From an optimization exercise on the open Yosys and OpenROAD flow, aimed at small area and a short achievable clock period; shortcuts taken in it are not production practice. Function was checked by simulation only, so behaviour that the tests miss may differ from the original. No activity file was given, so power comes from the tool's default toggle rates.

==> config.mk <==
export PLATFORM = sky130hd
export DESIGN_NAME = fano_decoder
export DESIGN_NICKNAME = fano_decoder
export VERILOG_FILES = /design/flow/design.v
export SDC_FILE = /design/flow/constraint.sdc
export NUM_CORES = 4
export LEC_CHECK = 0
export CAP_MARGIN = 20
export CORE_MARGIN = 2
export CORE_UTILIZATION = 70
export CTS_CLUSTER_DIAMETER = 100
export CTS_CLUSTER_SIZE = 20
export PLACE_DENSITY = 0.8
export SLEW_MARGIN = 20
==> constraint.sdc <==
create_clock -name core_clock -period 11.0 [get_ports {clk}]
set_input_delay 2.2000 -clock core_clock [delete_from_list [all_inputs] [get_ports {clk}]]
set_output_delay 2.2000 -clock core_clock [all_outputs]
set_load 0.01 [all_outputs]
==> design.v <==
`timescale 1ns / 1ps
module fano_decoder#(
    parameter MAX_SH_W           = 256    
)(
    input                         clk,
    input                         reset_n,
    input                         i_vld,
    input [1                  :0] i_data,              
    input                         i_diff_en,
    input [7                  :0] i_delta_T,
    input [15                 :0] i_forward_step,
    output                        o_vld,
    output                        o_dec_sym
);
localparam        PMAX   = MAX_SH_W - 36;    
localparam [35:0] PMASK  = 36'hD354E3267;
localparam        AW     = PMAX + 2;         
localparam        SW     = PMAX + 1;         
localparam        NW     = 36;               
reg        nlocal_rst;
reg        in_vld;
reg        sh_en;          
reg [1:0]  in_data;
reg        diff_en;
reg [7:0]  dT;
reg [15:0] fstep;
always @(posedge clk) begin
    nlocal_rst <= reset_n;
    in_data    <= i_data;
    in_vld     <= reset_n & i_vld;
    sh_en      <= i_vld;
    diff_en    <= i_diff_en;
    dT         <= i_delta_T;
    fstep      <= i_forward_step;
end
reg                st_init, st_idle, st_mc, st_fm, st_bm;    
reg [3:0]          ph;           
reg                norm_en;
reg [7:0]          pointer;
reg [7:0]          ridx;         
reg [7:0]          nrx;          
reg [8:0]          fcnt;
reg [SW-1:0]       sh_d, sh_p;
reg [MAX_SH_W-1:0] decode_sh;
reg [AW-1:0]       A;
reg [NW-1:0]       W;            
reg signed [15:0]  T, Mp, Mc;
reg signed [15:0]  thr;          
reg                tup;          
reg                mp_ge;        
reg        diff0, diffm;         
reg        par;                  
reg        rdd, rdp;             
reg        rda;                  
reg        ab;                   
reg        top;                  
reg        e_r, d_r;             
reg signed [15:0] s;             
reg        f0, f1;               
reg        fm_r, bm_r, td_r, inv_r;    
reg  ptr_nz;                               
reg  ptr_sat;                              
wire sat_sh  = in_vld & ptr_sat;           
reg q8, q9, q10, q11;
always @(posedge clk) begin
    q8  <= (st_mc && ph == 4'd7)  || (st_bm && ph == 4'd8);
    q9  <= (st_mc && ph == 4'd8)  || (st_bm && ph == 4'd9);
    q10 <= (st_mc && ph == 4'd9)  || (st_bm && ph == 4'd10);
    q11 <= (st_mc && ph == 4'd10) || (st_bm && ph == 4'd11);
end
wire metric_norm    = st_idle & norm_en & (T == $signed(fstep));
wire A_bit_erase    = st_idle & ptr_nz;
wire idle_n         = st_init | (st_idle & !ptr_nz) | td_r | st_fm;    
wire forward_move   = fm_r;
wire back_move      = bm_r;
wire T_down         = td_r;
wire inverse_A      = inv_r;
wire start_rib_calc = A_bit_erase | inv_r;
wire T_up           = st_fm & tup;
always @(posedge clk) begin
    if (!nlocal_rst) begin
        st_init <= 1'b1;
        st_idle <= 1'b0;
        st_mc   <= 1'b0;
        st_fm   <= 1'b0;
        st_bm   <= 1'b0;
        norm_en <= 1'b0;
        ph      <= 4'd0;
    end else begin
        st_init <= 1'b0;
        st_idle <= idle_n;
        st_mc   <= (st_idle & ptr_nz) | inv_r | (st_mc & !fm_r & !bm_r & !td_r);
        st_fm   <= fm_r;
        st_bm   <= bm_r | (st_bm & !td_r & !inv_r);
        if (st_idle) begin
            if (metric_norm) norm_en <= 1'b0;
        end else if (!st_init) norm_en <= 1'b1;
        ph <= (start_rib_calc || back_move) ? 4'd1 : ph + 4'd1;
    end
end
wire       ptr_clr  = !nlocal_rst || st_init;
wire       ptr_inc  = (in_vld || back_move) && !ptr_sat;
wire       ptr_dec  = !(in_vld || back_move) && forward_move;
wire [7:0] ptr_m2   = pointer - 8'd2;
wire [7:0] ptr_m1   = pointer - 8'd1;
wire [7:0] ptr_p1   = pointer + 8'd1;
wire [7:0] ptr_p2   = pointer + 8'd2;
wire [7:0] ptr_next = ptr_clr ? 8'd0 : ptr_inc ? ptr_p1 : ptr_dec ? ptr_m1 : pointer;
reg  k_neg, k_pos;                           
always @(posedge clk) begin
    k_neg <= (st_mc && ph == 4'd5) || (st_bm && ph == 4'd8);
    k_pos <= st_bm && ph == 4'd9;
end
reg  [7:0] ridx_next;
always @(*) begin
    if (ptr_clr)                  ridx_next = 8'd0;
    else if (ptr_inc)             ridx_next = k_pos ? ptr_p2 : k_neg ? pointer : ptr_p1;
    else if (ptr_dec)             ridx_next = k_pos ? pointer : k_neg ? ptr_m2 : ptr_m1;
    else                          ridx_next = k_pos ? ptr_p1 : k_neg ? ptr_m1 : pointer;
end
always @(posedge clk) begin
    pointer <= ptr_next;
    ptr_nz  <= ptr_next != 8'd0;
    ptr_sat <= ptr_next == PMAX[7:0];
    ridx    <= ridx_next;
end
always @(posedge clk) begin
    if (!nlocal_rst || st_init)  fcnt <= 9'd0;
    else if (forward_move)       fcnt <= fcnt[8] ? fcnt : fcnt + 9'd1;
    else if (back_move)          fcnt <= (fcnt != 9'd0) ? fcnt - 9'd1 : 9'd0;
end
reg  [15:0] hi_r, lo_r;
genvar gi;
generate
    for (gi = 0; gi < 16; gi = gi + 1) begin : g_pre
        always @(posedge clk) begin
            hi_r[gi] <= (gi < 14) && ridx_next[7:4] == gi;
            lo_r[gi] <= ridx_next[3:0] == gi;
        end
    end
endgenerate
function automatic rd_f(input [255:0] x, input [15:0] h, input [15:0] l);
    integer a, b;
    reg g;
    begin
        rd_f = 1'b0;
        for (a = 0; a < 16; a = a + 1) begin
            g = 1'b0;
            for (b = 0; b < 16; b = b + 1) g = g | (l[b] & x[16*a+b]);
            rd_f = rd_f | (h[a] & g);
        end
    end
endfunction
always @(posedge clk) begin
    if (!nlocal_rst)                   nrx <= 8'd0;
    else if (in_vld && nrx != SW[7:0]) nrx <= nrx + 8'd1;
end
wire pl_d   = (ridx < nrx) & rd_f({{(256-SW){1'b0}}, sh_d}, hi_r, lo_r);
wire pl_p   = (ridx < nrx) & rd_f({{(256-SW){1'b0}}, sh_p}, hi_r, lo_r);
wire pl_a   = rd_f({{(256-AW){1'b0}}, A}, hi_r, lo_r);
wire pl_top = rd_f({{(256-PMAX){1'b0}}, decode_sh[MAX_SH_W-1:NW]}, hi_r, lo_r);
always @(posedge clk) begin
    if (st_mc && ph == 4'd7) begin            
        rdd <= sat_sh ? sh_d[PMAX-2] & (nrx > PMAX-2) : pl_d;
        rdp <= sat_sh ? sh_p[PMAX-2] & (nrx > PMAX-2) : pl_p;
    end else if (st_bm && ph == 4'd8) begin   
        rdd <= sat_sh ? sh_d[PMAX-1] & (nrx > PMAX-1) : pl_d;
        rdp <= sat_sh ? sh_p[PMAX-1] & (nrx > PMAX-1) : pl_p;
    end
    if (st_mc && ph == 4'd10)                 
        rda <= sat_sh ? A[PMAX-1] : pl_a;
    else if (st_bm && ph == 4'd11)            
        rda <= sat_sh ? A[PMAX] : pl_a;
    if (st_bm && ph == 4'd10)                 
        ab  <= sat_sh ? A[PMAX-2] : pl_a;
    else if (sat_sh)
        ab  <= A[PMAX-2];
    if ((st_mc && ph == 4'd12) || (st_bm && ph == 4'd13))
        top <= pl_top;                        
end
function automatic par0_f(input [NW-1:0] w);          
    integer k;
    begin
        par0_f = 1'b0;
        for (k = 1; k < 36; k = k + 1) par0_f = par0_f ^ (PMASK[k] & w[k-1]);
    end
endfunction
function automatic parm_f(input [NW-1:0] w);          
    integer k;
    begin
        parm_f = 1'b0;
        for (k = 1; k < 36; k = k + 1) parm_f = parm_f ^ (PMASK[k] & w[k]);
    end
endfunction
always @(posedge clk) begin
    if (!nlocal_rst) begin
        diff0 <= 1'b0;
        diffm <= 1'b0;
        par   <= 1'b0;
        e_r   <= 1'b0;
        d_r   <= 1'b0;
    end else begin
        if (start_rib_calc) begin
            par   <= par0_f(W) ^ diff0;
            diff0 <= diff_en & W[0];
        end else if (st_bm && ph == 4'd1) begin
            par   <= parm_f(W) ^ diffm;
            diffm <= diff_en & W[1];
        end
        if (q8) begin
            e_r <= rdd ^ rdp ^ par;
            d_r <= rdd;
        end
    end
end
wire [5:0] nd  = -dT[5:0];
reg  [5:0] c1, c2;
always @(posedge clk) begin
    c1 <= (nd == 6'd1) ? 6'd1 : nd + 6'd1;
    c2 <= {nd[4:0], 1'b1};
end
wire [5:0] om  = e_r ? c1 : q9 ? 6'd1 : c2;      
wire signed [15:0] om_x = {{10{om[5]}}, om};
wire       sym = rda ^ (e_r | d_r);               
reg signed [15:0] s0;
always @(posedge clk) begin
    if (q9 || q10) s <= st_bm ? Mp - om_x : Mc + om_x;
    if (q10) begin
        s0 <= s;
        f0 <= s >= T;
    end
    if (q11) f1 <= s >= T;
    thr   <= T + $signed({8'd0, dT});
    tup   <= Mc < thr;
    mp_ge <= Mp >= T;
end
wire dmc    = st_mc && ph == 4'd12;
wire dbm    = st_bm && ph == 4'd13;
wire fwd    = rda ? f1 : f0;
wire signed [15:0] s_m = rda ? s : s0;          
wire mpge_n = (fcnt == 9'd0) ? (T == 16'sh8000) :
              (fcnt == 9'd1) ? (T <= 16'sd0)    : fwd;
wire ab_n   = sat_sh ? A[PMAX-2] : ab;
wire fm_n   = dmc & fwd;
wire inv_n  = dbm & ~ab_n;
always @(posedge clk) begin
    if (!nlocal_rst) begin
        fm_r  <= 1'b0;
        bm_r  <= 1'b0;
        td_r  <= 1'b0;
        inv_r <= 1'b0;
    end else begin
        fm_r  <= fm_n;
        bm_r  <= (dmc & ~fwd & mp_ge) | (dbm & ab_n & mpge_n);
        td_r  <= (dmc & ~fwd & ~mp_ge) | (dbm & ab_n & ~mpge_n);
        inv_r <= inv_n;
    end
end
always @(posedge clk) begin
    if (!nlocal_rst || st_init)  T <= 16'sd0;
    else if (T_down)             T <= T - $signed({8'd0, dT});
    else if (T_up)               T <= thr;
    else if (metric_norm)        T <= {1'b0, T[15:1]};
end
always @(posedge clk) begin
    if (!nlocal_rst) begin
        Mc <= 16'sd0;
        Mp <= 16'sd0;
    end else if (forward_move) begin
        Mp <= Mc;
        Mc <= s_m;
    end else if (back_move) begin
        Mc <= Mp;
    end else if (metric_norm) begin
        Mp <= {1'b0, Mp[15:1]};
        Mc <= {1'b0, Mc[15:1]};
    end else if (dbm) begin
        Mp <= (fcnt == 9'd0) ? 16'sh8000 : (fcnt == 9'd1) ? 16'sd0 : s_m;
    end
end
wire        clr_a  = !nlocal_rst || st_init;
reg         a_wr;
always @(posedge clk) a_wr <= nlocal_rst & (inv_n | fm_n | (idle_n & (ptr_next != 8'd0)));
wire [15:0] hi_wa  = (hi_r & {16{a_wr}}) | {16{clr_a}};
wire [15:0] lo_wa  = lo_r | {16{clr_a}};
wire        a_dat  = inverse_A & !clr_a;
wire        a_sh   = in_vld & !st_init;
wire        clr_d  = !nlocal_rst;
wire [15:0] hi_wd  = (hi_r & {16{forward_move}}) | {16{clr_d}};
wire [15:0] lo_wd  = lo_r | {16{clr_d}};
wire        d_dat  = sym & !clr_d;
always @(posedge clk) begin
    if (sh_en) begin
        sh_d <= {sh_d[SW-2:0], in_data[1]};
        sh_p <= {sh_p[SW-2:0], in_data[0]};
    end
end
always @(posedge clk) begin
    if (in_vld) decode_sh[0] <= 1'b0;
    else if (hi_wd[0] & lo_wd[1]) decode_sh[0] <= d_dat;        
end
generate
    for (gi = 1; gi < MAX_SH_W; gi = gi + 1) begin : g_dec
        if (gi < PMAX) begin : g_w
            always @(posedge clk) begin
                if (in_vld)                                      decode_sh[gi] <= decode_sh[gi-1];
                else if (hi_wd[(gi+1)/16] & lo_wd[(gi+1)%16])    decode_sh[gi] <= d_dat;
            end
        end else begin : g_nw
            always @(posedge clk) begin
                if (in_vld)      decode_sh[gi] <= decode_sh[gi-1];
                else if (clr_d)  decode_sh[gi] <= 1'b0;
            end
        end
    end
    for (gi = 0; gi < AW; gi = gi + 1) begin : g_a
        always @(posedge clk) begin
            if (a_sh)                              A[gi] <= (gi == 0) ? 1'b0 : A[(gi == 0) ? 0 : gi-1];
            else if (hi_wa[gi/16] & lo_wa[gi%16])  A[gi] <= a_dat;
        end
    end
endgenerate
always @(posedge clk) begin
    if (!nlocal_rst || st_init) W <= {NW{1'b0}};
    else if (in_vld) begin
        if (ptr_sat)            W <= {W[NW-2:0], decode_sh[PMAX-1]};
    end else if (back_move) begin
        if (!ptr_sat)           W <= {top, W[NW-1:1]};
    end else if (forward_move)  W <= {W[NW-2:0], sym};
end
assign o_dec_sym = decode_sh[MAX_SH_W-1];
assign o_vld     = in_vld;
endmodule
==> flow/run.sh <==
#!/bin/bash
set -euo pipefail
bash standard.sh SETUP_SLACK_MARGIN=7.7 finish > standard_flow.log 2>&1
==> standard.sh <==
#!/bin/bash
# synth_recipe.tcl (not shown) runs the flow's synth.tcl, then flattens the netlist and writes it again
# the make line also repeats each setting of config.mk as NAME=value (left out here)
make -C /OpenROAD-flow-scripts/flow DESIGN_CONFIG=/design/flow/config.mk WORK_HOME=/design/flow/orfs CLKGATE_MAP_FILE= SYNTH_SCRIPT=/design/flow/synth_recipe.tcl "${@:-finish}"
==> results of run 1 <==
power by group through the flow:
stage / clock [mW] / combinational (mW) / sequential, mW
after CTS: 2.70 / 0.467 / 5.31
after floorplan: 0 / 0.325 / 5.36
after global placement: 0 / 0.449 / 5.41
after global routing: 2.84 / 0.524 / 5.34
after detailed placement: 0 / 0.463 / 5.41
final: 2.69 / 0.483 / 5.32
layout make-up:
cell class / count / area, sq um
Tap cell: 1050 / 1314
Fill cell: 5329 / 20390
Clock buffer: 110 / 1881
Timing Repair Buffer: 87 / 835.8
Clock inverter: 7 / 112.6
Multi-Input combinational cell: 3123 / 20300
Antenna cell: 1 / 2.502
Sequential cell: 1193 / 33530
Inverter: 98 / 371.6
sequential cells by signal, summed over array words and instances (netlist names), 9 cells and up:
name,cells
s,16
Mc,16
hi_r,14
s0,16
fstep,16
decode_sh,256
lo_r,16
W,36
T,16
Mp,16
thr,16
A,222
sh_d,221
sh_p,221
fcnt,9
cell families (layout without fill, tap and decap cells):
family	count (synthesis)	in the layout	synth area share, %
xor+xnor	124	124	1.955
mux	97	97	1.784
fa+ha+maj	124	124	2.838
compound gates	1569	1569	19.83
buf+inv	521	302	3.633
other cells	0	1	0
simple gates	1209	1209	9.752
flops	1193	1193	60.21
worst paths after layout:
path	start	end	slack, ns	cells after the start
min reg2reg	sh_p[28]$_DFFE_PP_	sh_p[29]$_DFFE_PP_	0.43	0
max	decode_sh[255]$_SDFFCE_PN0P_	o_dec_sym	7.62	1
min	sh_p[28]$_DFFE_PP_	sh_p[29]$_DFFE_PP_	0.43	0
max reg2reg	lo_r[8]$_DFF_P_	top$_DFFE_PP_	7.70	6
what timing repair did:
| item | 4_1_cts | 5_1_grt |
|---|---|---|
| setup endpoints to repair | 333 | 354 |
| gates resized for setup | 21 | 29 |
| buffers inserted | 4 | 4 |
| pin swaps | 0 | 1 |
layer usage:
| metal | vias to the layer above | GRT usage, % | share of wire [%] |
|---|---|---|---|
| met5 | - | 0 | 0.031 |
| met4 | 8 | 13.70 | 4.2 |
| met3 | 434 | 6.930 | 12 |
| met2 | 2652 | 53.33 | 45 |
| met1 | 19350 | 50.19 | 38 |
| li1 | 17520 | - | - |
cells in the mapped netlist (55+ instances only):
cell / instances
a21o_1: 452
dfxtp_1: 237
a211oi_1: 55
and2_1: 58
a221oi_1: 149
nor2_1: 271
clkbuf_1: 344
mux2i_1: 81
inv_1: 97
nand3_1: 75
a22o_1: 140
nand4_1: 78
edfxtp_1: 956
o21ai_0: 322
a21oi_1: 153
nand2_1: 568
ha_1: 118
a22oi_1: 185
xnor2_1: 94
metrics by stage:
step	setup slack (ns)	power, mW
after detailed placement	7.169	5.877
after global placement	7.243	5.854
after CTS	7.606	8.483
after floorplan	7.283	5.687
final	7.619	8.493
after global routing	7.589	8.710
==> notes.md, run 1 <==
Total Wirelength=147.1 mm; commonest non-fill, non-tap cell in the layout=edfxtp_1; PwrDens=145.6 mW/mm^2; worst hold path type=flip-flop to flip-flop; highest clock rate=0.2958 GHz; CTS clk-pin slew, worst paths=0.08 ns; Site Rows=103; final net count=4724; area leader, netlist=edfxtp_1; CTS tree=built; DRC=0; WP buf/inv=1; Leakage=23.63 nW; main area contributors after synthesis=edfxtp_1, dfxtp_1, a21o_1; largest net degree at the start of global routing=223; CTS H-tree depth=3; via count=39960; ys flop type=edfxtp_1; Crit-path slowest cell=edfxtp_1; Placer Congestion=0.9036; area delta synth->final=5.027%; number of enable flip-flop cells after synthesis=956; GRT overflow=0; Synth top area share=51.67%; final core utilization=74.10%; warnings from Yosys=1; Mapped Nets=4989; total negative setup slack=0 ns; Core Box Area=0.07874 sq mm; clock latency on the worst-skew pair=0.66 ns; internal power=6.521 mW; WP data arrival=1.18 ns; # port buffers=31; Initial Util=70.55%; first-pass GRT wire length=221.6 mm; Worst Setup End Kind=primary output; flops & latches, synth=1193; Placed Area=0.05607 sq mm; Fin. Hold Viols=0; Finished Layout Cells=5669; Max VDD drop=0.1295 mV; total track usage=35.01%; Final setup violation count=0; Sink Count=1193; sequential power share=62.7%; synthesized cell area=0.05556 sq mm; Synth Instances=4837; total CTS buffers=69; final worst-path cycle share=30.74%; Final Cell Area=0.05835 sq mm; hold_buf cts=0; post-DP HPWL=84.62 mm; Die ar.=0.08164 sq mm; Worst Skew=0.03405 ns; Ports=32; Clock Path Buffers=3; number of max-cap violations=0; Detail Route Antenna Nets=0; DR WL/cell=25.96 microns; RSZ-0062 raised after global routing=true; Comb pwr share=5.7%; minimum clock period=3.381 ns; Slew @ Worst Pin=1.241 ns; Root Buffer=clkbuf_16; Psw=1.972 mW; post-synth cell types=86; CP delay by family, top=flip-flops; vias in the first global route=37600; fin. max-slew vios=0; placed instance count=5542; drt pass-1 iters=6; vias per cell=7.049; initial antenna violation count=5; Startpoint Class=flip-flop; DIE HEIGHT=285.7 microns; most frequent cells in the layout=edfxtp_1, nand2_1, a21o_1; crit path kind=flip-flop to primary output; clock share of power=31.7%; share of cells above drive strength 1=5.175%; WP data required=8.80 ns; DRT iter0 DRCs=6396; Hold Slack=0.4268 ns; FFs w/ async S/R, synth=0%; switching portion of total power=23.22%; outcome=finished clean; relative slew slack=17.19%; CP peak stage delay=0.39 ns; post-synthesis sequential area ratio=60.21%; Syn Area/Cell=11.49 sq um; CP Max Fanout=2; Die Wd=285.7 microns; critical-path cell list=buf_2
==> run 2, diff against run 1 <==
--- a/design.v
+++ b/design.v
@@ -285,5 +285,6 @@
 wire [15:0] lo_wa  = lo_r | {16{clr_a}};
 wire        a_dat  = inverse_A & !clr_a;
-wire        a_sh   = in_vld & !st_init;
+reg         a_sh;
+always @(posedge clk) a_sh <= reset_n & i_vld & nlocal_rst;
 wire        clr_d  = !nlocal_rst;
 wire [15:0] hi_wd  = (hi_r & {16{forward_move}}) | {16{clr_d}};
@@ -307,9 +308,12 @@
                 else if (hi_wd[(gi+1)/16] & lo_wd[(gi+1)%16])    decode_sh[gi] <= d_dat;
             end
-        end else begin : g_nw
+        end else if (gi < MAX_SH_W-1) begin : g_nw
             always @(posedge clk) begin
                 if (in_vld)      decode_sh[gi] <= decode_sh[gi-1];
                 else if (clr_d)  decode_sh[gi] <= 1'b0;
             end
+        end else begin : g_out
+            always @(posedge clk)
+                decode_sh[gi] <= (in_vld & decode_sh[gi-1]) | (!in_vld & !clr_d & decode_sh[gi]);
         end
     end
==> notes.md, run 2 <==
outcome=finished clean; commonest non-fill, non-tap cell in the layout=nand2_1; Placer Congestion=0.8905; Synth Area in Compound Gates=14.55%; post-synthesis xor/xnor area fraction=1.968%; simple-gate share of the synthesized area=15.61%; worst r2r src=lo_r[15]$_DFF_P_; synthesized cell area=0.05607 sq mm; Total Wirelength=150.5 mm; crit path kind=flip-flop to primary output; area of the multi-input gates=0.02074 sq mm; Ports=32; ys flop type=edfxtp_1; largest family of logic cells by synthesized area=simple AND/OR/NAND/NOR gates; reg-to-reg endpoint=rda$_DFFE_PP_; fin. max-slew vios=0; Detail Route Antenna Nets=0; largest net degree at the start of global routing=118; DIE HEIGHT=287.0 microns; Clock Path Buffers=3; vias in the first global route=38990; final worst-path cycle share=30.41%; Syn Area/Cell=10.58 sq um; Top reg by flops=decode_sh; Initial Util=70.86%; mux cell area share after synthesis=1.805%; post-DP HPWL=87.63 mm; Mapped Nets=5452; DRC=0; Final setup violation count=0; Slew @ Worst Pin=1.133 ns; Site Rows=103; CTS tree=built; Top Registers=decode_sh x256, A x222; Worst Setup End Kind=primary output; post-synthesis sequential area ratio=59.68%; PwrDens=145.5 mW/mm^2; hold path depth=0; Worst Skew=0.02673 ns; Final Cell Area=0.05897 sq mm; CP Max Fanout=2; critical-path cell list=buf_6; most common cell in the netlist=nand2_1; FF-to-FF path depth=12; Synth top area share=51.14%; CP startpoint=decode_sh[255]$_DFF_P_; clock latency on the worst-skew pair=0.66 ns; via count=41670; Leakage=23.50 nW; WP data required=8.80 ns; Synth top cells by count=nand2_1, edfxtp_1, clkbuf_1, nor2_1, dfxtp_1; Startpoint Class=flip-flop; hold_buf cts=0; total CTS buffers=69; Sink Count=1194; Max VDD drop=0.1451 mV; hold_sp=in_data[0]$_DFF_P_; Fin. Hold Viols=0; total negative setup slack=0 ns; Post-Synth Adder-Cell Area=2.776%; # port buffers=31; WHS Endpoint=sh_p[0]$_DFFE_PP_; Root Buffer=clkbuf_16; first-pass GRT wire length=229.1 mm; final net count=5192; relative slew slack=24.45%; Crit-path slowest cell=dfxtp_4; worst hold path type=flip-flop to flip-flop; max reg flops=256; minimum clock period=3.345 ns; CTS clk-pin slew, worst paths=0.08 ns; Die ar.=0.08238 sq mm; Synth Instances=5300; drt pass-1 iters=8; flops & latches, synth=1194; register area=0.03355 sq mm; highest clock rate=0.2990 GHz; total track usage=35.97%; overall power=8.579 mW; CTS H-tree depth=3; CP peak stage delay=0.37 ns; most frequent cells in the layout=nand2_1, edfxtp_1, nor2_1; Die Wd=287.0 microns; number of enable flip-flop cells after synthesis=955; RSZ-0062 raised after global routing=true; Core Box Area=0.07913 sq mm; Placed Area=0.05657 sq mm; share of cells above drive strength 1=4.921%; CP delay by family, top=flip-flops; area delta synth->final=5.159%; DR WL/cell=24.53 microns; fillers=5368; Reg2Reg Setup Slack=7.68 ns; warnings from Yosys=1; post-synth cell types=76; WP data arrival=1.14 ns; FFs w/ async S/R, synth=0%; DRT iter0 DRCs=5942; number of max-cap violations=0; main area contributors after synthesis=edfxtp_1, nand2_1, dfxtp_1; GRT overflow=0; vias per cell=6.793; area leader, netlist=edfxtp_1; WP buf/inv=1; initial antenna violation count=4
run 2: cell types whose count changed in the layout (fill, tap and decap cells not counted), moves of 8 or more:
cell,before,now
nor2_2,12,2
buf_4,42,55
nand2_1,566,1485
clkbuf_1,41,33
or2_2,5,20
o21ai_0,320,106
a21oi_1,144,135
a21o_1,452,235
run 2: worst max-delay path by stage:
| stage | end | slack, ns | depth (start not counted) |
|---|---|---|---|
| after floorplan | sh_d[0]$_DFFE_PP_ | 7.28 | 0 |
| after global placement | decode_sh[251]$_SDFFCE_PN0P_ | 7.11 | 5 |
| after detailed placement | decode_sh[246]$_SDFFCE_PN0P_ | 7.12 | 6 |
| after CTS | o_vld | 7.55 | 1 |
| after global routing | s[10]$_DFFE_PP_ | 7.65 | 14 |
| final | o_dec_sym | 7.66 | 1 |
run 2: cells by family after synthesis:
group / Yosys count
fa+ha+maj: 122
mux: 99
buf+inv: 534
simple gates: 2112
compound gates: 1113
xor+xnor: 126
flops: 1194
run 2: repair_timing:
action	in CTS	in global routing
pin swaps	2	7
resized for setup	30	30
cloned	1	0
endpoints found under the setup margin	255	77
buffers inserted	11	8
run 2: per-layer routing:
layer	share of wire [%]	track usage (%)	vias to the layer above
met2	47	56.72	2715
met1	38	50.24	20100
met3	11	5.746	448
met5	0.0080	0	-
li1	-	-	18410
met4	4.3	15.04	2
run 2: through the flow:
stage / hold WS [ns] / std cells / worst slack, ns / util (%)
after floorplan: 0.3855 / 5300 / 7.283 / -
after global placement: 0.3861 / 5999 / 7.106 / 71.48
after detailed placement: 0.3918 / 5999 / 7.119 / 71.49
after CTS: 0.4109 / 6122 / 7.553 / 74.30
after global routing: 0.4331 / 6130 / 7.650 / 74.50
final: 0.4110 / 6135 / 7.655 / 74.52
run 2: cell type report:
| class | instances | area share (%) |
|---|---|---|
| sequential | 1194 | 56.90 |
| multi-input combinational | 3573 | 35.18 |
| clock buffer | 106 | 3.289 |
| tap | 1050 | 2.228 |
| timing repair buffer | 103 | 1.598 |
| inverter | 99 | 0.6302 |
| clock inverter | 5 | 0.1570 |
| antenna | 5 | 0.02122 |
run 2: where the power goes:
group | switching (mW) | total, mW | internal [mW]
logic | 0.329 | 0.507 | 0.178
clock network | 1.50 | 2.74 | 1.24
registers | 0.177 | 5.33 | 5.15
==> run 3, diff against run 2 <==
--- a/config.mk
+++ b/config.mk
@@ -8,7 +8,7 @@
 export CAP_MARGIN = 20
 export CORE_MARGIN = 2
-export CORE_UTILIZATION = 70
+export CORE_UTILIZATION = 55
 export CTS_CLUSTER_DIAMETER = 100
 export CTS_CLUSTER_SIZE = 20
-export PLACE_DENSITY = 0.8
+export PLACE_DENSITY = 0.7
 export SLEW_MARGIN = 20
==> notes.md, run 3 <==
outcome=finished clean; largest family of logic cells by synthesized area=simple AND/OR/NAND/NOR gates; fillers=8501; area of the multi-input gates=0.02071 sq mm; Die Wd=323.3 microns; total CTS buffers=69; post-synth cell types=76; synthesized cell area=0.05607 sq mm; FFs w/ async S/R, synth=0%; Sink Count=1194; largest net degree at the start of global routing=210; main area contributors after synthesis=edfxtp_1, nand2_1, dfxtp_1; PnR worst setup slack=7.673 ns; initial antenna violation count=3; Worst Skew=0.03163 ns; WP data arrival=1.13 ns; Post-Synth Adder-Cell Area=2.776%; area delta synth->final=5.529%; Site Rows=117; Final setup violation count=0; Placer Congestion=0.8797; Worst Setup End Kind=primary output; Leakage=23.39 nW; register area=0.03355 sq mm; Psw=2.001 mW; placed instance count=6311; post-synthesis xor/xnor area fraction=1.968%; Place WS=7.071 ns; post-synthesis sequential area ratio=59.68%; number of max-cap violations=0; Fin. Hold Viols=0; simple-gate share of the synthesized area=15.61%; PwrDens=144.2 mW/mm^2; drt pass-1 iters=8; Core Box Area=0.1014 sq mm; Synth Area in Compound Gates=14.55%; DRT iter0 DRCs=5708; Crit-path slowest cell=dfxtp_4; DRC=0; CP delay by family, top=flip-flops; Mapped Nets=5452; CTS tree=built; Root Buffer=clkbuf_16; RSZ-0062 raised after global routing=true; vias in the first global route=38490; critical-path cell list=buf_6; fin. max-slew vios=0; Synth top cells by count=nand2_1, edfxtp_1, clkbuf_1, nor2_1, dfxtp_1; WP data required=8.80 ns; area leader, netlist=edfxtp_1; Ports=32; DR WL/cell=23.57 microns; commonest non-fill, non-tap cell in the layout=nand2_1; Detail Route Antenna Nets=0; crit path kind=flip-flop to primary output; CP Max Fanout=2; switching portion of total power=23.45%; CTS H-tree depth=3; most frequent cells in the layout=nand2_1, edfxtp_1, nor2_1; Top reg by flops=decode_sh; total track usage=28.67%; vias per cell=6.335; max reg flops=256; total negative setup slack=0 ns; post-DP HPWL=85.58 mm; sequential power share=62.5%; Hold Slack=0.4251 ns; # port buffers=31; CTS clk-pin slew, worst paths=0.09 ns; Synth top area share=51.14%; ys flop type=edfxtp_1; Comb pwr share=5.8%; clock share of power=31.7%; Slew @ Worst Pin=1.133 ns; GRT overflow=0; WP buf/inv=1; highest clock rate=0.3005 GHz; Max VDD drop=0.1318 mV; final worst-path cycle share=30.25%; worst hold path type=flip-flop to flip-flop; via count=40810; most common cell in the netlist=nand2_1; DIE HEIGHT=323.3 microns; Finished Layout Cells=6442; mux cell area share after synthesis=1.805%; warnings from Yosys=1; Total Wirelength=151.8 mm; relative slew slack=24.34%; minimum clock period=3.327 ns; share of cells above drive strength 1=4.476%; Synth Instances=5300; clock latency on the worst-skew pair=0.68 ns; flops & latches, synth=1194; first-pass GRT wire length=231.1 mm; Syn Area/Cell=10.58 sq um; final net count=5178; number of enable flip-flop cells after synthesis=955; Clock Path Buffers=3; Die ar.=0.1045 sq mm; Top Registers=decode_sh x256, A x222; CP peak stage delay=0.35 ns; Initial Util=55.27%; Startpoint Class=flip-flop; internal power=6.532 mW
==> run 3: cell types whose count changed in the layout (fill, tap and decap cells not counted), moves of 2 or more <==
cell / before / now
buf_6: 15 / 12
clkbuf_1: 33 / 41
o21ai_0: 106 / 108
a22oi_2: 4 / 1
a21oi_1: 135 / 137
diode_2: 5 / 2
dfxtp_4: 23 / 21
a22oi_1: 185 / 188
buf_4: 55 / 41
clkbuf_16: 72 / 69
dfxtp_2: 1 / 4
inv_16: 3 / 1
a21oi_2: 3 / 1
==> run 3: power by group through the flow <==
stage / sequential (mW) / combinational (mW) / clock, mW
detailed placement: 5.43 / 0.478 / 0
CTS: 5.33 / 0.489 / 2.76
finish: 5.33 / 0.493 / 2.71
floorplan: 5.37 / 0.347 / 0
global placement: 5.42 / 0.465 / 0
global route: 5.36 / 0.541 / 2.90
==> run 3: cell families (layout without fill, tap and decap cells) <==
group | Yosys count | after routing
simple gates | 2112 | 2114
xor+xnor | 126 | 126
flops | 1194 | 1194
other cells | 0 | 2
mux | 99 | 99
buf+inv | 534 | 304
compound gates | 1113 | 1113
fa+ha+maj | 122 | 122
==> run 3: stage by stage <==
| stage | cell area [sq um] | total power [mW] | util [%] |
|---|---|---|---|
| 2_1_floorplan | 56080 | 5.716 | - |
| 3_3_place_gp | 56940 | 5.889 | 56.13 |
| 3_5_place_dp | 56940 | 5.907 | 56.13 |
| 4_1_cts | 59090 | 8.573 | 58.24 |
| 5_1_grt | 59170 | 8.797 | 58.32 |
| 6_report | 59170 | 8.533 | 58.33 |
==> run 3: layer usage <==
layer  part of all wire, %  vias to the layer above  GRT usage, %  routed length (microns)
met5                 0.014                        -             0                       22
met4                   3.1                        4         8.765                     4694
met3                   9.6                      312         4.333                    14540
met2                    47                     2139         45.64                    70770
met1                    41                    19950         40.67                    61790
li1                      -                    18400             -                        -
==> run 3: worst paths after layout <==
path	slack, ns	endpoint	from	depth (start not counted)
worst max-delay path	7.67	o_vld	in_vld$_DFF_P_	1
worst min-delay path	0.43	sh_p[0]$_DFFE_PP_	in_data[0]$_DFF_P_	0
worst max register to register	7.80	A[40]$_DFFE_PP_	st_init$_DFF_P_	5
worst min register to register	0.43	sh_p[0]$_DFFE_PP_	in_data[0]$_DFF_P_	0
==> run 3: area by class of cell <==
type | count | area share, %
clock inverters | 7 | 0.1966
well taps | 1368 | 2.893
clock buffers | 110 | 3.178
flip-flops and latches | 1194 | 56.69
multi-input cells | 3574 | 35.00
repair buffers | 88 | 1.404
diodes | 2 | 0.008458
inverters | 99 | 0.6280
==> run 3: repair_timing <==
item | in CTS | in global routing
setup endpoints to repair | 436 | 462
cloned | 2 | 0
gates resized for setup | 24 | 20
hold buffers | 0 | 0
setup buffers | 8 | 2
pin swaps | 3 | 2
==> run 4, diff against run 3 <==
==> flow/run.sh (replaced) <==
#!/bin/bash
set -euo pipefail
bash standard.sh SETUP_SLACK_MARGIN=8.0 finish > standard_flow.log 2>&1
--- a/config.mk
+++ b/config.mk
@@ -8,7 +8,7 @@
 export CAP_MARGIN = 20
 export CORE_MARGIN = 2
-export CORE_UTILIZATION = 55
+export CORE_UTILIZATION = 70
 export CTS_CLUSTER_DIAMETER = 100
 export CTS_CLUSTER_SIZE = 20
-export PLACE_DENSITY = 0.7
+export PLACE_DENSITY = 0.8
 export SLEW_MARGIN = 20
==> notes.md, run 4 <==
outcome=finished clean; crit path kind=flip-flop to primary output; fillers=5311; worst hold path type=flip-flop to flip-flop; Comb pwr share=5.9%; Root Buffer=clkbuf_16; Placed Area=0.05658 sq mm; switching portion of total power=23.37%; fin. max-slew vios=0; CP delay by family, top=flip-flops; WP buf/inv=1; highest clock rate=0.3014 GHz; Synth top area share=51.14%; Post-Synth Adder-Cell Area=2.776%; Leakage=23.59 nW; post-synthesis sequential area ratio=59.68%; synthesized cell area=0.05607 sq mm; sequential power share=62.1%; Final Cell Area=0.05937 sq mm; main area contributors after synthesis=edfxtp_1, nand2_1, dfxtp_1; Worst Setup End Kind=primary output; register area=0.03355 sq mm; placed instance count=5989; Core Box Area=0.07913 sq mm; Ports=32; max reg flops=256; final net count=5197; final core utilization=75.04%; Startpoint Class=flip-flop; area of the multi-input gates=0.02095 sq mm; DIE HEIGHT=287.0 microns; Die Wd=287.0 microns; total track usage=35.82%; clock latency on the worst-skew pair=0.67 ns; Top Registers=decode_sh x256, A x222; number of enable flip-flop cells after synthesis=955; hold_buf cts=0; Clock Path Buffers=3; flops & latches, synth=1194; CTS tree=built; WP data required=8.80 ns; Worst Skew=0.03217 ns; critical-path cell list=buf_6; Fin. Hold Viols=0; WP data arrival=1.12 ns; DRT iter0 DRCs=6308; Placer Congestion=0.8870; final worst-path cycle share=30.16%; RSZ-0062 raised after global routing=true; Initial Util=70.86%; CTS H-tree depth=3; first-pass GRT wire length=227.6 mm; simple-gate share of the synthesized area=15.61%; Sink Count=1194; GRT overflow=0; Synth Instances=5300; ys flop type=edfxtp_1; largest family of logic cells by synthesized area=simple AND/OR/NAND/NOR gates; post-DP HPWL=84.75 mm; CP Max Fanout=2; Die ar.=0.08238 sq mm; most common cell in the netlist=nand2_1; Final setup violation count=0; # port buffers=31; commonest non-fill, non-tap cell in the layout=nand2_1; relative slew slack=22.76%; total CTS buffers=69; CP peak stage delay=0.36 ns; via count=41760; number of max-cap violations=0; Place WS=6.982 ns; area leader, netlist=edfxtp_1; Total Wirelength=152.6 mm; mux cell area share after synthesis=1.805%; largest net degree at the start of global routing=260; Psw=2.009 mW; share of cells above drive strength 1=5.595%; post-synth cell types=76; drt pass-1 iters=6; Crit-path slowest cell=dfxtp_4; initial antenna violation count=3; clock share of power=32.0%; total negative setup slack=0 ns; vias per cell=6.795; warnings from Yosys=1; area delta synth->final=5.889%; PnR worst setup slack=7.682 ns; internal power=6.588 mW; minimum clock period=3.318 ns; DR WL/cell=24.83 microns; vias in the first global route=38660; PwrDens=144.8 mW/mm^2; most frequent cells in the layout=nand2_1, edfxtp_1, nor2_1; FFs w/ async S/R, synth=0%; Synth top cells by count=nand2_1, edfxtp_1, clkbuf_1, nor2_1, dfxtp_1; Slew @ Worst Pin=1.159 ns; Syn Area/Cell=10.58 sq um; CTS clk-pin slew, worst paths=0.08 ns; Site Rows=103; Finished Layout Cells=6145; Mapped Nets=5452; Max VDD drop=0.1339 mV; Detail Route Antenna Nets=0; post-synthesis xor/xnor area fraction=1.968%; DRC=0; Top reg by flops=decode_sh; Synth Area in Compound Gates=14.55%
[run 4: kinds of logic after synthesis]
family | count (synthesis)
AND/OR/NAND/NOR | 2112
buffers and inverters | 534
adder cells (fa/ha/maj) | 122
flip-flops | 1194
multiplexers | 99
XOR/XNOR | 126
AO/OA/AOI/OAI | 1113
[run 4: area by class of cell]
type	instances	area share, %
flip-flops and latches	1194	56.50
multi-input cells	3573	35.29
clock buffers	113	3.239
well taps	1050	2.213
repair buffers	108	1.918
inverters	99	0.6301
clock inverters	7	0.2086
diodes	1	0.004215
[run 4: power by group through the flow]
| stage | combinational (mW) | sequential [mW] | clock [mW] |
|---|---|---|---|
| 6_report | 0.511 | 5.34 | 2.75 |
| 4_1_cts | 0.490 | 5.33 | 2.76 |
| 5_1_grt | 0.554 | 5.36 | 2.90 |
| 3_5_place_dp | 0.473 | 5.43 | 0 |
| 2_1_floorplan | 0.347 | 5.37 | 0 |
| 3_3_place_gp | 0.457 | 5.43 | 0 |
[run 4: path summary, 6_finish.rpt]
check,cells after the start,startpoint,slack (ns),to
worst min register to register,0,in_data[0]$_DFF_P_,0.43,sh_p[0]$_DFFE_PP_
worst max-delay path,1,in_vld$_DFF_P_,7.68,o_vld
worst max register to register,13,e_r$_SDFFE_PN0P_,8.00,s[13]$_DFFE_PP_
worst min-delay path,0,in_data[0]$_DFF_P_,0.43,sh_p[0]$_DFFE_PP_
[run 4: repair_timing]
| item | 4_1_cts | 5_1_grt |
|---|---|---|
| gates cloned | 0 | 3 |
| endpoints found under the setup margin | 369 | 472 |
| pin swaps | 14 | 26 |
| resized for setup | 51 | 52 |
| setup buffers | 17 | 15 |
[run 4: metal layers]
layer | up-vias | GRT usage [%] | wire length [microns]
met5 | - | 0 | 0
met4 | 0 | 11.98 | 5979
met3 | 423 | 6.143 | 17950
met2 | 2808 | 55.64 | 70210
met1 | 20080 | 51.75 | 58460
li1 | 18450 | - | -
[run 4: per-stage QoR]
stage                     hold WS (ns)  total power, mW
after global placement          0.3915            5.883
after detailed placement        0.4056            5.905
final                           0.4294            8.597
after floorplan                 0.3855            5.717
after CTS                       0.4316            8.582
after global routing            0.4349            8.814
[run 4: worst register-to-register path, stage by stage, from the launching register on]
cell and delay, ns:
dfxtp_4 0.39, buf_4 0.16, a22oi_2 0.24, buf_4 0.16
ha_1 0.22, nand2b_1 0.12, a21oi_2 0.09, o41a_1 0.40
a211oi_2 0.23, or3_4 0.18, nand2b_1 0.08, a21oi_2 0.18
xor2_1 0.21, a21oi_1 0.09
==> run 5, diff against run 4 <==
--- a/design.v
+++ b/design.v
@@ -21,4 +21,6 @@
 reg        in_vld;
 reg        sh_en;          
+reg        a_sh_n;         
+wire       a_sh  = !a_sh_n;
 reg [1:0]  in_data;
 reg        diff_en;
@@ -30,4 +32,5 @@
     in_vld     <= reset_n & i_vld;
     sh_en      <= i_vld;
+    a_sh_n     <= !(reset_n & i_vld & nlocal_rst);    
     diff_en    <= i_diff_en;
     dT         <= i_delta_T;
@@ -61,5 +64,5 @@
 reg  ptr_nz;                               
 reg  ptr_sat;                              
-wire sat_sh  = in_vld & ptr_sat;           
+wire sat_sh  = a_sh & ptr_sat;             
 reg q8, q9, q10, q11;
 always @(posedge clk) begin
@@ -100,6 +103,6 @@
 end
 wire       ptr_clr  = !nlocal_rst || st_init;
-wire       ptr_inc  = (in_vld || back_move) && !ptr_sat;
-wire       ptr_dec  = !(in_vld || back_move) && forward_move;
+wire       ptr_inc  = (a_sh || back_move) && !ptr_sat;
+wire       ptr_dec  = !(a_sh || back_move) && forward_move;
 wire [7:0] ptr_m2   = pointer - 8'd2;
 wire [7:0] ptr_m1   = pointer - 8'd1;
@@ -130,11 +133,12 @@
     else if (back_move)          fcnt <= (fcnt != 9'd0) ? fcnt - 9'd1 : 9'd0;
 end
-reg  [15:0] hi_r, lo_r;
+reg  [15:0] hi_n, lo_n;
+wire [15:0] hi_r = ~hi_n, lo_r = ~lo_n;
 genvar gi;
 generate
     for (gi = 0; gi < 16; gi = gi + 1) begin : g_pre
         always @(posedge clk) begin
-            hi_r[gi] <= (gi < 14) && ridx_next[7:4] == gi;
-            lo_r[gi] <= ridx_next[3:0] == gi;
+            hi_n[gi] <= !((gi < 14) && ridx_next[7:4] == gi);
+            lo_n[gi] <= ridx_next[3:0] != gi;
         end
     end
@@ -280,11 +284,10 @@
 end
 wire        clr_a  = !nlocal_rst || st_init;
-reg         a_wr;
-always @(posedge clk) a_wr <= nlocal_rst & (inv_n | fm_n | (idle_n & (ptr_next != 8'd0)));
+reg         a_wr_n;
+always @(posedge clk) a_wr_n <= !(nlocal_rst & (inv_n | fm_n | (idle_n & (ptr_next != 8'd0))));
+wire        a_wr   = !a_wr_n;
 wire [15:0] hi_wa  = (hi_r & {16{a_wr}}) | {16{clr_a}};
 wire [15:0] lo_wa  = lo_r | {16{clr_a}};
 wire        a_dat  = inverse_A & !clr_a;
-reg         a_sh;
-always @(posedge clk) a_sh <= reset_n & i_vld & nlocal_rst;
 wire        clr_d  = !nlocal_rst;
 wire [15:0] hi_wd  = (hi_r & {16{forward_move}}) | {16{clr_d}};
==> flow/run.sh (replaced) <==
#!/bin/bash
set -euo pipefail
bash standard.sh SETUP_SLACK_MARGIN=7.7 finish > standard_flow.log 2>&1
--- a/config.mk
+++ b/config.mk
@@ -8,7 +8,7 @@
 export CAP_MARGIN = 20
 export CORE_MARGIN = 2
-export CORE_UTILIZATION = 70
+export CORE_UTILIZATION = 55
 export CTS_CLUSTER_DIAMETER = 100
 export CTS_CLUSTER_SIZE = 20
-export PLACE_DENSITY = 0.8
+export PLACE_DENSITY = 0.7
 export SLEW_MARGIN = 20
==> notes.md, run 5 <==
Comb pwr share=4.8%; DRC=0; area leader, netlist=edfxtp_1; overall power=8.403 mW; total track usage=29.47%; Synth Instances=4999; internal power=6.498 mW; Finished Layout Cells=6118; Sink Count=1194; critical-path cell list=buf_6; Initial Util=55.29%; max reg flops=256; commonest non-fill, non-tap cell in the layout=edfxtp_1; CTS clk-pin slew, worst paths=0.09 ns; Synth top area share=52.02%; FFs w/ async S/R, synth=0%; # port buffers=31; Synth top cells by count=edfxtp_1, o21ai_0, nand2_1, clkbuf_1, inv_1; final worst-path cycle share=30.42%; Worst Skew=0.02864 ns; via count=40330; sequential power share=62.6%; DRT iter0 DRCs=6203; PwrDens=143.4 mW/mm^2; Top reg by flops=decode_sh; Total Wirelength=154.5 mm; CTS tree=built; final net count=4921; CP delay by family, top=flip-flops; Startpoint Class=flip-flop; relative slew slack=26.53%; Core Box Area=0.09971 sq mm; Placed Area=0.05607 sq mm; crit path kind=flip-flop to primary output; Site Rows=116; Fin. Hold Viols=0; Final setup violation count=0; most common cell in the netlist=edfxtp_1; main area contributors after synthesis=edfxtp_1, dfxtp_1, o21ai_0; Worst Setup End Kind=primary output; RSZ-0062 raised after global routing=true; drt pass-1 iters=6; Slew @ Worst Pin=1.101 ns; Max VDD drop=0.1204 mV; placed instance count=5984; Final Cell Area=0.05859 sq mm; most frequent cells in the layout=edfxtp_1, o21ai_0, nand2_1; vias per cell=6.591; Syn Area/Cell=11.03 sq um; Psw=1.905 mW; DIE HEIGHT=320.6 microns; post-DP HPWL=89.72 mm; initial antenna violation count=4; WP buf/inv=1; Ports=32; number of max-cap violations=0; synthesized cell area=0.05513 sq mm; clock share of power=32.6%; switching portion of total power=22.67%; Die ar.=0.1028 sq mm; WP data arrival=1.15 ns; PnR worst setup slack=7.654 ns; share of cells above drive strength 1=5.586%; minimum clock period=3.346 ns; post-synthesis sequential area ratio=60.70%; number of enable flip-flop cells after synthesis=955; Detail Route Antenna Nets=0; area delta synth->final=6.287%; Crit-path slowest cell=dfxtp_4; Mapped Nets=5152; DR WL/cell=25.26 microns; Top Registers=decode_sh x256, A x222; worst hold path type=flip-flop to flip-flop; fin. max-slew vios=0; flops & latches, synth=1194; WP data required=8.80 ns; clock latency on the worst-skew pair=0.68 ns; CP peak stage delay=0.37 ns; Clock Path Buffers=3; CTS H-tree depth=3; ys flop type=edfxtp_1; Die Wd=320.6 microns; outcome=finished clean; first-pass GRT wire length=232.1 mm; total negative setup slack=0 ns; highest clock rate=0.2989 GHz; CP Max Fanout=2; Leakage=21.13 nW; post-synth cell types=79; vias in the first global route=37470; largest net degree at the start of global routing=217; Root Buffer=clkbuf_16; total CTS buffers=69; Place WS=7.010 ns; warnings from Yosys=1; hold_buf cts=0; GRT overflow=0; Placer Congestion=0.8694
==> run 5: cell types whose count changed after synthesis, moves of 34 or more <==
cell and change:
a21o_1 -217, a22o_1 +34, o21ai_0 +633, a211oi_1 +34, nand2_1 -902, o22ai_1 +60, nand4_1 -61, nor2_1 -74
a22oi_1 -174, inv_1 +222, nor2b_1 +46, a31oi_1 +50
==> run 5: worst paths after layout <==
check                     start                 to  slack, ns  cells after the start
max reg2reg     lo_n[1]$_DFF_P_      rdp$_DFFE_PP_       7.69                     10
min          in_data[0]$_DFF_P_  sh_p[0]$_DFFE_PP_       0.40                      0
min reg2reg  in_data[0]$_DFF_P_  sh_p[0]$_DFFE_PP_       0.40                      0
max              in_vld$_DFF_P_              o_vld       7.65                      1
==> run 5: layer usage <==
metal	vias to the layer above	routed length [microns]	track usage (%)
met3	300	18230	6.314
met5	-	0	0
met1	19720	62920	43.09
met2	2463	68150	43.61
met4	0	5231	10.16
li1	17850	-	-
==> run 5: cell type report <==
type | instances | area, sq um
flip-flops and latches | 1194 | 33510
clock inverters | 5 | 47.55
multi-input cells | 3060 | 19010
clock buffers | 114 | 1969
fillers | 8077 | 41120
well taps | 1298 | 1624
inverters | 334 | 1276
diodes | 4 | 10.01
repair buffers | 109 | 1137
==> run 5: metrics by stage <==
| step | utilization (%) | hold slack [ns] |
|---|---|---|
| after floorplan | - | 0.3855 |
| after global placement | 56.23 | 0.3928 |
| after detailed placement | 56.23 | 0.3913 |
| after CTS | 58.57 | 0.4000 |
| after global routing | 58.75 | 0.4096 |
| final | 58.76 | 0.3987 |
==> run 5: cell families after synthesis <==
| logic type | count (synthesis) | share of synthesized area, % |
|---|---|---|
| adders and majority gates | 123 | 2.846 |
| DFF | 1194 | 60.70 |
| buffers and inverters | 746 | 5.232 |
| and+or+nand+nor | 1157 | 9.483 |
| AOI/OAI and AO/OA | 1575 | 18.31 |
| muxes | 81 | 1.475 |
| xor gates and xnor gates | 123 | 1.954 |
==> run 5: power groups by stage <==
| stage | sequential [mW] | clock [mW] | combinational, mW |
|---|---|---|---|
| 3_3_place_gp | 5.36 | 0 | 0.365 |
| 6_report | 5.26 | 2.74 | 0.400 |
| 4_1_cts | 5.26 | 2.76 | 0.389 |
| 2_1_floorplan | 5.32 | 0 | 0.259 |
| 5_1_grt | 5.28 | 2.90 | 0.440 |
| 3_5_place_dp | 5.36 | 0 | 0.374 |
==> run 5: what timing repair did <==
| item | in CTS | in global routing |
|---|---|---|
| setup endpoints to repair | 433 | 300 |
| cloned | 2 | 0 |
| gates resized for setup | 59 | 45 |
| buffers inserted | 5 | 4 |
| pin swaps | 3 | 4 |
==> run 6, diff against run 5 <==
--- a/design.v
+++ b/design.v
@@ -21,6 +21,5 @@
 reg        in_vld;
 reg        sh_en;          
-reg        a_sh_n;         
-wire       a_sh  = !a_sh_n;
+reg        a_sh;           
 reg [1:0]  in_data;
 reg        diff_en;
@@ -32,5 +31,5 @@
     in_vld     <= reset_n & i_vld;
     sh_en      <= i_vld;
-    a_sh_n     <= !(reset_n & i_vld & nlocal_rst);    
+    a_sh       <= reset_n & i_vld & nlocal_rst;    
     diff_en    <= i_diff_en;
     dT         <= i_delta_T;
@@ -133,12 +132,11 @@
     else if (back_move)          fcnt <= (fcnt != 9'd0) ? fcnt - 9'd1 : 9'd0;
 end
-reg  [15:0] hi_n, lo_n;
-wire [15:0] hi_r = ~hi_n, lo_r = ~lo_n;
+reg  [15:0] hi_r, lo_r;
 genvar gi;
 generate
     for (gi = 0; gi < 16; gi = gi + 1) begin : g_pre
         always @(posedge clk) begin
-            hi_n[gi] <= !((gi < 14) && ridx_next[7:4] == gi);
-            lo_n[gi] <= ridx_next[3:0] != gi;
+            hi_r[gi] <= (gi < 14) && ridx_next[7:4] == gi;
+            lo_r[gi] <= ridx_next[3:0] == gi;
         end
     end
@@ -284,7 +282,6 @@
 end
 wire        clr_a  = !nlocal_rst || st_init;
-reg         a_wr_n;
-always @(posedge clk) a_wr_n <= !(nlocal_rst & (inv_n | fm_n | (idle_n & (ptr_next != 8'd0))));
-wire        a_wr   = !a_wr_n;
+reg         a_wr;
+always @(posedge clk) a_wr <= nlocal_rst & (inv_n | fm_n | (idle_n & (ptr_next != 8'd0)));
 wire [15:0] hi_wa  = (hi_r & {16{a_wr}}) | {16{clr_a}};
 wire [15:0] lo_wa  = lo_r | {16{clr_a}};
@@ -301,5 +298,5 @@
 end
 always @(posedge clk) begin
-    if (in_vld) decode_sh[0] <= 1'b0;
+    if (a_sh) decode_sh[0] <= 1'b0;
     else if (hi_wd[0] & lo_wd[1]) decode_sh[0] <= d_dat;        
 end
@@ -308,15 +305,15 @@
         if (gi < PMAX) begin : g_w
             always @(posedge clk) begin
-                if (in_vld)                                      decode_sh[gi] <= decode_sh[gi-1];
+                if (a_sh)                                        decode_sh[gi] <= decode_sh[gi-1];
                 else if (hi_wd[(gi+1)/16] & lo_wd[(gi+1)%16])    decode_sh[gi] <= d_dat;
             end
         end else if (gi < MAX_SH_W-1) begin : g_nw
             always @(posedge clk) begin
-                if (in_vld)      decode_sh[gi] <= decode_sh[gi-1];
+                if (a_sh)        decode_sh[gi] <= decode_sh[gi-1];
                 else if (clr_d)  decode_sh[gi] <= 1'b0;
             end
         end else begin : g_out
             always @(posedge clk)
-                decode_sh[gi] <= (in_vld & decode_sh[gi-1]) | (!in_vld & !clr_d & decode_sh[gi]);
+                decode_sh[gi] <= (a_sh & decode_sh[gi-1]) | (!a_sh & !clr_d & decode_sh[gi]);
         end
     end
@@ -330,5 +327,5 @@
 always @(posedge clk) begin
     if (!nlocal_rst || st_init) W <= {NW{1'b0}};
-    else if (in_vld) begin
+    else if (a_sh) begin
         if (ptr_sat)            W <= {W[NW-2:0], decode_sh[PMAX-1]};
     end else if (back_move) begin
==> notes.md, run 6 <==
synthesized cell area=0.05597 sq mm; Top reg by flops=decode_sh; Ports=32; number of enable flip-flop cells after synthesis=955; outcome=finished clean; hold path depth=0; Detail Route Antenna Nets=0; Site Rows=117; Max VDD drop=0.1056 mV; vias per cell=6.174; hold_sp=in_data[0]$_DFF_P_; Placed Area=0.05690 sq mm; area delta synth->final=5.683%; largest net degree at the start of global routing=223; Synth top cells by count=nand2_1, edfxtp_1, clkbuf_1, dfxtp_1, nor2_1; Die Wd=323.0 microns; Die ar.=0.1043 sq mm; post-DP HPWL=83.84 mm; highest clock rate=0.2966 GHz; Startpoint Class=flip-flop; Top Registers=decode_sh x256, A x222; Reg2Reg Setup Slack=7.66 ns; WP data required=8.80 ns; reg-to-reg endpoint=s[14]$_DFFE_PP_; Synth top area share=51.24%; crit path kind=flip-flop to primary output; final net count=5323; register area=0.03354 sq mm; CP peak stage delay=0.37 ns; fillers=8527; CTS clk-pin slew, worst paths=0.09 ns; Sink Count=1194; CTS H-tree depth=3; warnings from Yosys=1; Final setup violation count=0; CP delay by family, top=flip-flops; max reg flops=256; most frequent cells in the layout=nand2_1, edfxtp_1, nor2_1; ys flop type=edfxtp_1; drt pass-1 iters=7; Worst Setup End Kind=primary output; CTS tree=built; Fin. Hold Viols=0; first-pass GRT wire length=223.9 mm; total CTS buffers=69; worst hold path type=flip-flop to flip-flop; DIE HEIGHT=323.0 microns; main area contributors after synthesis=edfxtp_1, nand2_1, dfxtp_1; RSZ-0062 raised after global routing=true; WP buf/inv=1; Core Box Area=0.1013 sq mm; Syn Area/Cell=10.28 sq um; Crit-path slowest cell=dfxtp_4; Leakage=22.60 nW; post-synth cell types=77; Total Wirelength=146.3 mm; initial antenna violation count=5; minimum clock period=3.372 ns; GRT overflow=0; final worst-path cycle share=30.66%; total track usage=27.63%; Initial Util=55.25%; Final Cell Area=0.05915 sq mm; number of max-cap violations=0; area of the multi-input gates=0.02055 sq mm; # port buffers=31; vias in the first global route=38270; Worst Skew=0.03596 ns; Clock Path Buffers=3; total negative setup slack=0 ns; PwrDens=142.1 mW/mm^2; relative slew slack=28.92%; WP data arrival=1.17 ns; worst r2r src=e_r$_SDFFE_PN0P_; area leader, netlist=edfxtp_1; WHS Endpoint=sh_p[0]$_DFFE_PP_; share of cells above drive strength 1=4.055%; critical-path cell list=buf_6; commonest non-fill, non-tap cell in the layout=nand2_1; DR WL/cell=22.18 microns; CP Max Fanout=2; DRC=0; Synth Instances=5443; Root Buffer=clkbuf_16; Slew @ Worst Pin=1.065 ns; most common cell in the netlist=nand2_1; fin. max-slew vios=0; FFs w/ async S/R, synth=0%; clock latency on the worst-skew pair=0.70 ns; DRT iter0 DRCs=5462; flops & latches, synth=1194; Placer Congestion=0.8672; Mapped Nets=5595; post-synthesis sequential area ratio=59.79%; FF-to-FF path depth=12; via count=40730
run 6: cell count changes after synthesis, moves of 52 or more:
cell	previous run	this run
a31oi_1	66	14
inv_1	318	96
a22oi_1	15	143
o22ai_1	69	10
nand2_1	585	1860
o21ai_0	744	91
nand4_1	23	81
run 6: repair_timing:
action,4_1_cts,5_1_grt
resized for setup,29,14
pin swaps,2,1
buffers inserted,3,2
endpoints found under the setup margin,273,200
endpoints found under the hold margin,0,0
hold buffers,0,0
run 6: how the worst max path moves through the flow:
stage / cells past startpoint / from / to
global route: 14 / e_r$_SDFFE_PN0P_ / s[15]$_DFFE_PP_
finish: 1 / decode_sh[255]$_DFF_P_ / o_dec_sym
detailed placement: 13 / e_r$_SDFFE_PN0P_ / s[15]$_DFFE_PP_
global placement: 13 / e_r$_SDFFE_PN0P_ / s[15]$_DFFE_PP_
floorplan: 0 / sh_en$_DFF_P_ / sh_d[0]$_DFFE_PP_
CTS: 1 / decode_sh[255]$_DFF_P_ / o_dec_sym
run 6: area by class of cell:
type	count	share of cell area, %
Sequential cell	1194	56.71
Multi-Input combinational cell	3711	34.74
Clock buffer	120	3.296
Tap cell	1368	2.894
Timing Repair Buffer	96	1.527
Inverter	99	0.6282
Clock inverter	8	0.2073
Antenna cell	1	0.004231
run 6: layer usage:
layer | wire length [microns] | track usage, %
met2 | 66780 | 43.22
met1 | 60300 | 39.12
met4 | 4719 | 9.209
met3 | 14500 | 4.984
met5 | 13 | 0
run 6: cells by family after synthesis:
kind of cell	count (synthesis)	synth area share, %
mux	84	1.511
simple gates	2480	18.22
fa+ha+maj	122	2.781
compound gates	899	12.00
xor+xnor	126	1.972
flops	1194	59.79
buf+inv	538	3.733
run 6: power breakdown:
group / internal, mW / switching [mW] / total, mW
registers: 5.12 / 0.151 / 5.27
logic: 0.122 / 0.250 / 0.372
clock network: 1.24 / 1.52 / 2.77
run 6: metrics by stage:
step                      worst slack (ns)  util (%)  instances  total power [mW]  hold slack (ns)
after floorplan                      7.283         -       5443             5.575           0.3855
after global placement               7.445     56.14       6462             5.717           0.3876
after detailed placement             7.404     56.17       6463             5.730           0.3895
after CTS                            7.590     58.29       6594             8.445           0.4065
after global routing                 7.544     58.39       6596             8.662           0.4142
final                                7.628     58.39       6597             8.407           0.4069
==> run 7, diff against run 6 <==
--- a/config.mk
+++ b/config.mk
@@ -8,7 +8,7 @@
 export CAP_MARGIN = 20
 export CORE_MARGIN = 2
-export CORE_UTILIZATION = 55
+export CORE_UTILIZATION = 70
 export CTS_CLUSTER_DIAMETER = 100
 export CTS_CLUSTER_SIZE = 20
-export PLACE_DENSITY = 0.7
+export PLACE_DENSITY = 0.8
 export SLEW_MARGIN = 20
==> notes.md, run 7 <==
outcome=finished clean; CP dominant cell by count=nand4_1; WP buf/inv=2; clock share of power=32.7%; highest clock rate=0.2950 GHz; total track usage=34.38%; Clock Path Buffers=3; Final setup violation count=0; via count=41600; DRC=0; PwrDens=142.6 mW/mm^2; Leakage=22.61 nW; most frequent cells in the layout=nand2_1, edfxtp_1, nor2_1; Sink Count=1194; minimum clock period=3.390 ns; Synth top area share=51.24%; initial antenna violation count=4; worst hold path type=flip-flop to flip-flop; Worst Skew=0.02512 ns; Ports=32; clock latency on the worst-skew pair=0.67 ns; critical-path cell list=buf_4 > buf_4 > a22oi_1 > nand4_1 > o21ai_0 > nand4_1 > a221oi_1 > nand4_1 > mux2_2 > mux2_2; CTS clk-pin slew, worst paths=0.09 ns; number of enable flip-flop cells after synthesis=955; Crit-path slowest cell=buf_4; Detail Route Antenna Nets=0; number of max-cap violations=0; Hold Slack=0.4128 ns; final net count=5327; Startpoint Class=flip-flop; CP Max Fanout=44; RSZ-0062 raised after global routing=true; vias in the first global route=39120; DRT iter0 DRCs=5782; post-synth cell types=77; FFs w/ async S/R, synth=0%; CP peak stage delay=0.43 ns; Total Wirelength=143.4 mm; largest net degree at the start of global routing=258; hold path depth=0; area delta synth->final=5.081%; Initial Util=70.73%; final worst-path cycle share=30.82%; max reg flops=256; first-pass GRT wire length=222.3 mm; total negative setup slack=0 ns; Place WS=7.214 ns; Root Buffer=clkbuf_16; Synth Instances=5443; WP data arrival=3.94 ns; Top reg by flops=decode_sh; synthesized cell area=0.05597 sq mm; Fin. Hold Viols=0; DR WL/cell=22.81 microns; commonest non-fill, non-tap cell in the layout=nand2_1; total CTS buffers=69; fillers=5498; ys flop type=edfxtp_1; Site Rows=103; flops & latches, synth=1194; warnings from Yosys=1; Placer Congestion=0.9082; FF-to-FF path depth=10; sequential power share=62.9%; Synth top cells by count=nand2_1, edfxtp_1, clkbuf_1, dfxtp_1, nor2_1; post-DP HPWL=83.77 mm; PnR worst setup slack=7.610 ns; main area contributors after synthesis=edfxtp_1, nand2_1, dfxtp_1; fin. max-slew vios=0; Die Wd=286.8 microns; Mapped Nets=5595; internal power=6.463 mW; Comb pwr share=4.4%; GRT overflow=0; DIE HEIGHT=286.8 microns; post-synthesis sequential area ratio=59.79%; crit path kind=flip-flop to flip-flop; most common cell in the netlist=nand2_1; CP delay by family, top=compound AO/OA/AOI/OAI gates; Slew @ Worst Pin=1.132 ns; # port buffers=31; Worst Setup End Kind=flip-flop; Psw=1.924 mW; share of cells above drive strength 1=4.224%; Core Box Area=0.07913 sq mm; Die ar.=0.08223 sq mm; switching portion of total power=22.94%; Syn Area/Cell=10.28 sq um; WP data required=11.55 ns; critical path depth=10; Top Registers=decode_sh x256, A x222; Max VDD drop=0.1292 mV; area leader, netlist=edfxtp_1; CTS H-tree depth=3; CTS tree=built; relative slew slack=24.55%; drt pass-1 iters=7; vias per cell=6.620
==> run 7: metrics by stage <==
step	std cells	power [mW]	util, %	area [sq um]
after floorplan	5443	5.575	-	55980
after global placement	6144	5.709	71.40	56490
after detailed placement	6144	5.729	71.40	56490
after CTS	6275	8.386	74.12	58650
after global routing	6282	8.603	74.32	58810
final	6284	8.387	74.33	58810
==> run 7: final cells by class <==
cell class / instances / area (sq um) / area share [%]
flip-flops and latches: 1194 / 33540 / 57.03
multi-input cells: 3711 / 20570 / 34.98
clock buffers: 120 / 1918 / 3.261
well taps: 1050 / 1314 / 2.234
repair buffers: 100 / 918.4 / 1.562
inverters: 99 / 371.6 / 0.6318
clock inverters: 8 / 170.2 / 0.2893
diodes: 2 / 5.005 / 0.008510
==> run 7: logic make-up after synthesis <==
family / Yosys count / share of synthesized area (%)
adder cells (fa/ha/maj): 122 / 2.781
buffers and inverters: 538 / 3.733
flip-flops: 1194 / 59.79
XOR/XNOR: 126 / 1.972
multiplexers: 84 / 1.511
AO/OA/AOI/OAI: 899 / 12.00
AND/OR/NAND/NOR: 2480 / 18.22
==> run 7: power by group through the flow <==
stage	combinational, mW	sequential, mW	clock [mW]
final	0.372	5.27	2.74
after global routing	0.411	5.29	2.90
after CTS	0.365	5.27	2.75
after detailed placement	0.362	5.37	0
after global placement	0.349	5.36	0
after floorplan	0.251	5.32	0
==> run 7: worst paths after layout <==
check	startpoint	to	slack (ns)
setup / recovery	lo_r[1]$_DFF_P_	ab$_DFF_P_	7.61
hold / removal	in_data[0]$_DFF_P_	sh_p[0]$_DFFE_PP_	0.41
setup reg to reg	lo_r[1]$_DFF_P_	ab$_DFF_P_	7.61
hold reg to reg	in_data[0]$_DFF_P_	sh_p[0]$_DFFE_PP_	0.41
==> run 7: routing by layer <==
layer,vias to the layer above,part of all wire (%),wire (microns),GRT usage [%]
li1,18680,-,-,-
met1,19940,39,55750,50.28
met2,2639,46,66250,53.54
met3,340,12,16700,5.334
met4,4,3.2,4636,10.87
met5,-,0.018,26,0
==> run 7: worst register-to-register path: stages (launching register included) <==
cell and delay, ns:
dfxtp_4 0.42, buf_4 0.32, buf_4 0.44, a22oi_1 0.29, nand4_1 0.12, o21ai_0 0.40
nand4_1 0.23, a221oi_1 0.25, nand4_1 0.23, mux2_2 0.32, mux2_2 0.26
==> run 7: what timing repair did <==
action                     4_1_cts  5_1_grt
setup endpoints to repair       91      420
pin swaps                        1        5
cloned                           0        0
buffers inserted                 3        7
hold endpoints to repair         0        0
hold buffers                     0        0
gates resized for setup         23       25

-- separate check: timing with driven ports --
No port has a modelled driver above. Below, the same layouts with a new extraction and two added sets of constraints. Step 1 sets driving cells, clkbuf_16 on the clock port and buf_2 on the other inputs (assumed; they add their load-dependent delay and slew). Step 2, shift: input delay + t, output delay - t, t = (earliest + latest rising clock arrival at the registers) / 2. This alone moves slack from input paths to output paths. a / b / c = no drivers / after step 1 / after step 2; a / b = the first two.
| run | t, ns | slack for setup (ns) | slew at the worst register clock pin (ns) |
|---|---|---|---|
| run 1 | 0.716 | 7.619 / 7.547 / 7.703 | 0.10 / 0.10 |
| run 2 | 0.714 | 7.655 / 7.589 / 7.680 | 0.09 / 0.09 |
| run 3 | 0.729 | 7.673 / 7.605 / 7.749 | 0.09 / 0.09 |
| run 4 | 0.726 | 7.682 / 7.609 / 7.820 | 0.09 / 0.09 |
| run 5 | 0.729 | 7.654 / 7.588 / 7.692 | 0.09 / 0.09 |
| run 6 | 0.755 | 7.628 / 7.550 / 7.665 | 0.09 / 0.09 |
| run 7 | 0.728 | 7.610 / 7.537 / 7.610 | 0.09 / 0.09 |
After both steps setup and hold are still met in every run listed.
